What follows belongs to an exercise in optimizing a design on an open flow for small area; a production flow would make more cautious choices.
RTL that was checked went through simulation tests only; none was proved equivalent to the original.
No driver is modelled on the clock port, so clock power and skew are understated where the tree is cut down; a real chip needs a root buffer or a tree.
Power is estimated from default activity; no workload was simulated.

==> flow/design.v <==
module hsct_lane (
    input         clk,
    input         rst_n,
    input         generate_err,
    input         start_i,
    input         clear_i,
    input         reset_en,
    output [15:0] tx_data,
    output [3:0]  tx_k,
    input         rx_ready,
    input         rx_val_i,
    input  [15:0] rx_data,
    input  [3:0]  rx_k,
    input  [3:0]  disp_err,
    input  [3:0]  lcv_err,
    output        lane_arst_n,
    output reg [15:0] error_count,
    output reg    error_o,
    output reg    rx_val_o,
    output reg    lock_o
);
    function [15:0] inc16;
        input [15:0] a;
        input        ci;
        integer      k;
        reg          c;
        begin
            c = ci;
            for (k = 0; k < 16; k = k + 1) begin
                inc16[k] = a[k] ^ c;
                c = c & a[k];
            end
        end
    endfunction
    reg [15:0] tx_cnt;
    reg        tx_kc;
    reg        gerr_d1, gerr_d2;
    wire gen_run = ~tx_kc | ~tx_cnt[4] | (tx_cnt[3] & tx_cnt[2]);
    wire tx_c5   = ~tx_kc & (&tx_cnt[4:0]);
    wire [15:0] tx_cnt_lo = inc16({11'd0, tx_cnt[4:0]}, 1'b1);
    wire [15:0] tx_cnt_hi = inc16({5'd0, tx_cnt[15:5]}, tx_c5);
    always @(posedge clk or negedge rst_n)
        if (!rst_n) begin
            tx_cnt  <= 16'h0013;
            tx_kc   <= 1'b1;
            gerr_d1 <= 1'b0;
            gerr_d2 <= 1'b0;
        end else begin
            tx_cnt  <= {tx_cnt_hi[10:0], tx_cnt_lo[4:0]};
            tx_kc   <= tx_kc & tx_cnt[4];
            gerr_d1 <= generate_err & gen_run;
            gerr_d2 <= gerr_d1;
        end
    wire [15:0] tx_word = {tx_cnt[15:8], tx_cnt[7] | tx_kc, tx_cnt[6],
                           tx_cnt[5] | tx_kc,
                           tx_kc ? 5'b11100 : tx_cnt[4:0]};
    assign tx_data = gerr_d2 ? 16'hFFEF : tx_word;
    assign tx_k    = {3'b000, tx_kc};
    reg        started;     
    reg        counting;    
    reg [15:0] cnt;
    wire comma  = (rx_k == 4'b0001) && (rx_data == 16'h00BC);
    wire k0     = (rx_k == 4'b0000);
    wire cnt_en = started ? (counting | k0) : comma;
    wire lo_clr = ~started & ~comma;
    wire c2     = started & cnt_en & cnt[1] & cnt[0];
    wire [1:0]  lo_nx  = cnt[1:0] + {1'b0, cnt_en};
    wire [15:0] cnt_hi = inc16({2'd0, cnt[15:2]}, c2);
    wire [15:0] cnt_nx = {cnt_hi[13:0], lo_clr ? 2'b00 : lo_nx};
    reg        clr_d1, st_d1, st_d2;
    reg        pre_lock;    
    reg        s_lock, s_rxv;
    reg [15:0] s_ecnt;
    always @(posedge clk or negedge rst_n)
        if (!rst_n) begin
            started  <= 1'b0;
            counting <= 1'b0;
            cnt      <= 16'd0;
            clr_d1   <= 1'b0;
            st_d1    <= 1'b0;
            st_d2    <= 1'b0;
            pre_lock <= 1'b0;
            s_lock   <= 1'b0;
            s_rxv    <= 1'b0;
            s_ecnt   <= 16'd0;
            rx_val_o <= 1'b0;
            lock_o   <= 1'b0;
            error_o  <= 1'b0;
            error_count <= 16'd0;
        end else begin
            started  <= started | (comma & cnt[1] & cnt[0]);
            counting <= counting | (started & k0);
            cnt      <= cnt_nx;
            clr_d1   <= clear_i;
            st_d1    <= start_i;
            st_d2    <= st_d1;
            pre_lock <= clr_d1 | (started & (cnt_nx == rx_data));
            s_lock   <= pre_lock;
            s_rxv    <= rx_val_i;
            s_ecnt   <= pre_lock ? 16'd0 : inc16(s_ecnt, 1'b1);
            if (st_d2) begin
                rx_val_o    <= s_rxv;
                lock_o      <= s_lock;
                error_o     <= ~s_lock;
                error_count <= s_ecnt;
            end
        end
    reg [7:0] cinit;
    reg [2:0] err_c;
    reg [2:0] since_e;
    wire lane_run = rx_ready & ~generate_err;
    wire err_e    = err_c[2] & ~err_c[0];
    wire any_err  = (|disp_err) | (|lcv_err);
    wire ci_z7    = ~(|cinit[6:0]);
    wire ci_fb    = cinit[7] ^ cinit[5] ^ cinit[4] ^ cinit[3] ^ ci_z7;
    wire ci_last  = cinit[7] & ci_z7;
    assign lane_arst_n = ~(since_e[2] | since_e[1]);
    always @(posedge clk or negedge rst_n)
        if (!rst_n) begin
            cinit   <= 8'd0;
            err_c   <= 3'd0;
            since_e <= 3'd0;
        end else begin
            cinit <= (lane_arst_n & lane_run) ? {cinit[6:0], ci_fb} : 8'd0;
            if (~lane_arst_n | ~reset_en | ci_last | ~lane_run)
                err_c <= 3'd0;
            else if (any_err)
                err_c <= {err_c[1], err_c[0] | err_c[2], ~err_c[2]};
            since_e <= {since_e[1] & (since_e[0] | since_e[2]),
                        since_e[0] | (since_e[1] & ~since_e[2]),
                        ~since_e[2] & (err_e ^ (since_e[0] | since_e[1]))};
        end
endmodule
export LEC_CHECK = 0
export CAP_MARGIN = 20
export CORE_MARGIN = 2
export CORE_UTILIZATION = 70
export PLACE_DENSITY = 0.8
export SLEW_MARGIN = 20
create_clock -name core_clock -period 6.4 [get_ports {clk}]
standard.sh (not shown) runs the stock make flow with config.mk's settings and CLKGATE_MAP_FILE= SYNTH_SCRIPT=/design/flow/synth_recipe.tcl, a recipe that flattens the netlist after the stock synthesis.
==> flow/flow/run.sh <==
#!/bin/bash
# Layout flow: the standard ORFS flow (standard.sh) with
#  - synthesis mapped by ABC for area (flow/synth_wrap.tcl), with the
#    adders left to ABC instead of the ADDER_MAP_FILE cells,
#  - sky130_fd_sc_hd__buf_1 as the port buffers,
#  - a one-level clock tree of FLOW_CTS_GROUPS buffers (flow/cts_tree.tcl)
#    instead of TritonCTS.
# Each step's output goes to a log of its own in this folder.
set -euo pipefail
W=$(pwd)
export FLOW_ABC_SCRIPT=$W/flow/abc_area.script
export FLOW_SYNTH_TCL=$W/synth_recipe.tcl
sed "s#SYNTH_SCRIPT=[^ ]*#SYNTH_SCRIPT=$W/flow/synth_wrap.tcl#" standard.sh > standard_area.sh
export BUFFER_PORTS_ARGS="-buffer_cell sky130_fd_sc_hd__buf_1"
export PRE_CTS_TCL=$W/flow/cts_tree.tcl
export FLOW_CTS_GROUPS=4
export FLOW_CTS_BUFFER=sky130_fd_sc_hd__clkbuf_16
bash standard_area.sh synth ADDER_MAP_FILE= > synth.log 2>&1
bash standard_area.sh finish ADDER_MAP_FILE= > finish.log 2>&1
Other scripts of this flow, unchanged in this note and not shown: flow/flow/abc_area.script, flow/flow/cts_tree.tcl, flow/flow/synth_wrap.tcl
Edit:
--- a/flow/design.v
+++ b/flow/design.v
@@ -20,17 +20,4 @@
     output reg    lock_o
 );
-    function [15:0] inc16;
-        input [15:0] a;
-        input        ci;
-        integer      k;
-        reg          c;
-        begin
-            c = ci;
-            for (k = 0; k < 16; k = k + 1) begin
-                inc16[k] = a[k] ^ c;
-                c = c & a[k];
-            end
-        end
-    endfunction
     reg [15:0] tx_cnt;
     reg        tx_kc;
@@ -38,6 +25,4 @@
     wire gen_run = ~tx_kc | ~tx_cnt[4] | (tx_cnt[3] & tx_cnt[2]);
     wire tx_c5   = ~tx_kc & (&tx_cnt[4:0]);
-    wire [15:0] tx_cnt_lo = inc16({11'd0, tx_cnt[4:0]}, 1'b1);
-    wire [15:0] tx_cnt_hi = inc16({5'd0, tx_cnt[15:5]}, tx_c5);
     always @(posedge clk or negedge rst_n)
         if (!rst_n) begin
@@ -47,5 +32,5 @@
             gerr_d2 <= 1'b0;
         end else begin
-            tx_cnt  <= {tx_cnt_hi[10:0], tx_cnt_lo[4:0]};
+            tx_cnt  <= {tx_cnt[15:5] + {10'd0, tx_c5}, tx_cnt[4:0] + 5'd1};
             tx_kc   <= tx_kc & tx_cnt[4];
             gerr_d1 <= generate_err & gen_run;
@@ -66,6 +51,5 @@
     wire c2     = started & cnt_en & cnt[1] & cnt[0];
     wire [1:0]  lo_nx  = cnt[1:0] + {1'b0, cnt_en};
-    wire [15:0] cnt_hi = inc16({2'd0, cnt[15:2]}, c2);
-    wire [15:0] cnt_nx = {cnt_hi[13:0], lo_clr ? 2'b00 : lo_nx};
+    wire [15:0] cnt_nx = {cnt[15:2] + {13'd0, c2}, lo_clr ? 2'b00 : lo_nx};
     reg        clr_d1, st_d1, st_d2;
     reg        pre_lock;    
@@ -98,5 +82,5 @@
             s_lock   <= pre_lock;
             s_rxv    <= rx_val_i;
-            s_ecnt   <= pre_lock ? 16'd0 : inc16(s_ecnt, 1'b1);
+            s_ecnt   <= pre_lock ? 16'd0 : s_ecnt + 16'd1;
             if (st_d2) begin
                 rx_val_o    <= s_rxv;
What happened: Critical path depth shrinks by 13; fmax grows by 11%; area after synthesis is about the same; clock power barely changes; routed wire length shrinks by 5.3%; via count shrinks by 1.9%; utilization shrinks by 0.15 points; power stays flat.
For the first run of this note, only the layout was checked, not whether the RTL still works. In every run of this note, the design's own scripts or RTL, not TritonCTS, make the clock network.

[what the ideal ports hide]
The results above use ideal ports. As a check the final layouts listed here were re-extracted and re-timed, cells and wires unchanged. Step 1: set_driving_cell puts a clkbuf_16 on clk and a buf_2 on each other input, an assumption about the parent block. Step 2 moves the port delays by t, midway between the first and last clock arrival at a register: inputs arrive t later, outputs are due t later. That takes back most of the time a late clock gives input paths. Three values: ideal ports, drivers, drivers and shift; two values: the first two.
| run | shift t [ns] | setup slack, ns | worst setup path at the end | latest minus earliest clock arrival (ns) | worst slew at a driven data input, ns |
|---|---|---|---|---|---|
| the first run | 0.223 | 1.631 / 1.681 / 1.459 | input to register | 0.011 / 0.011 | 0.03 |
| the second run | 0.220 | 2.100 / 2.155 / 1.936 | input to register | 0.038 / 0.039 | 0.04 |
After both steps setup and hold are still met in every run listed. The setup slack of the first run, which loses most, moves by +0.050 ns with the drivers and by -0.172 ns with both steps.
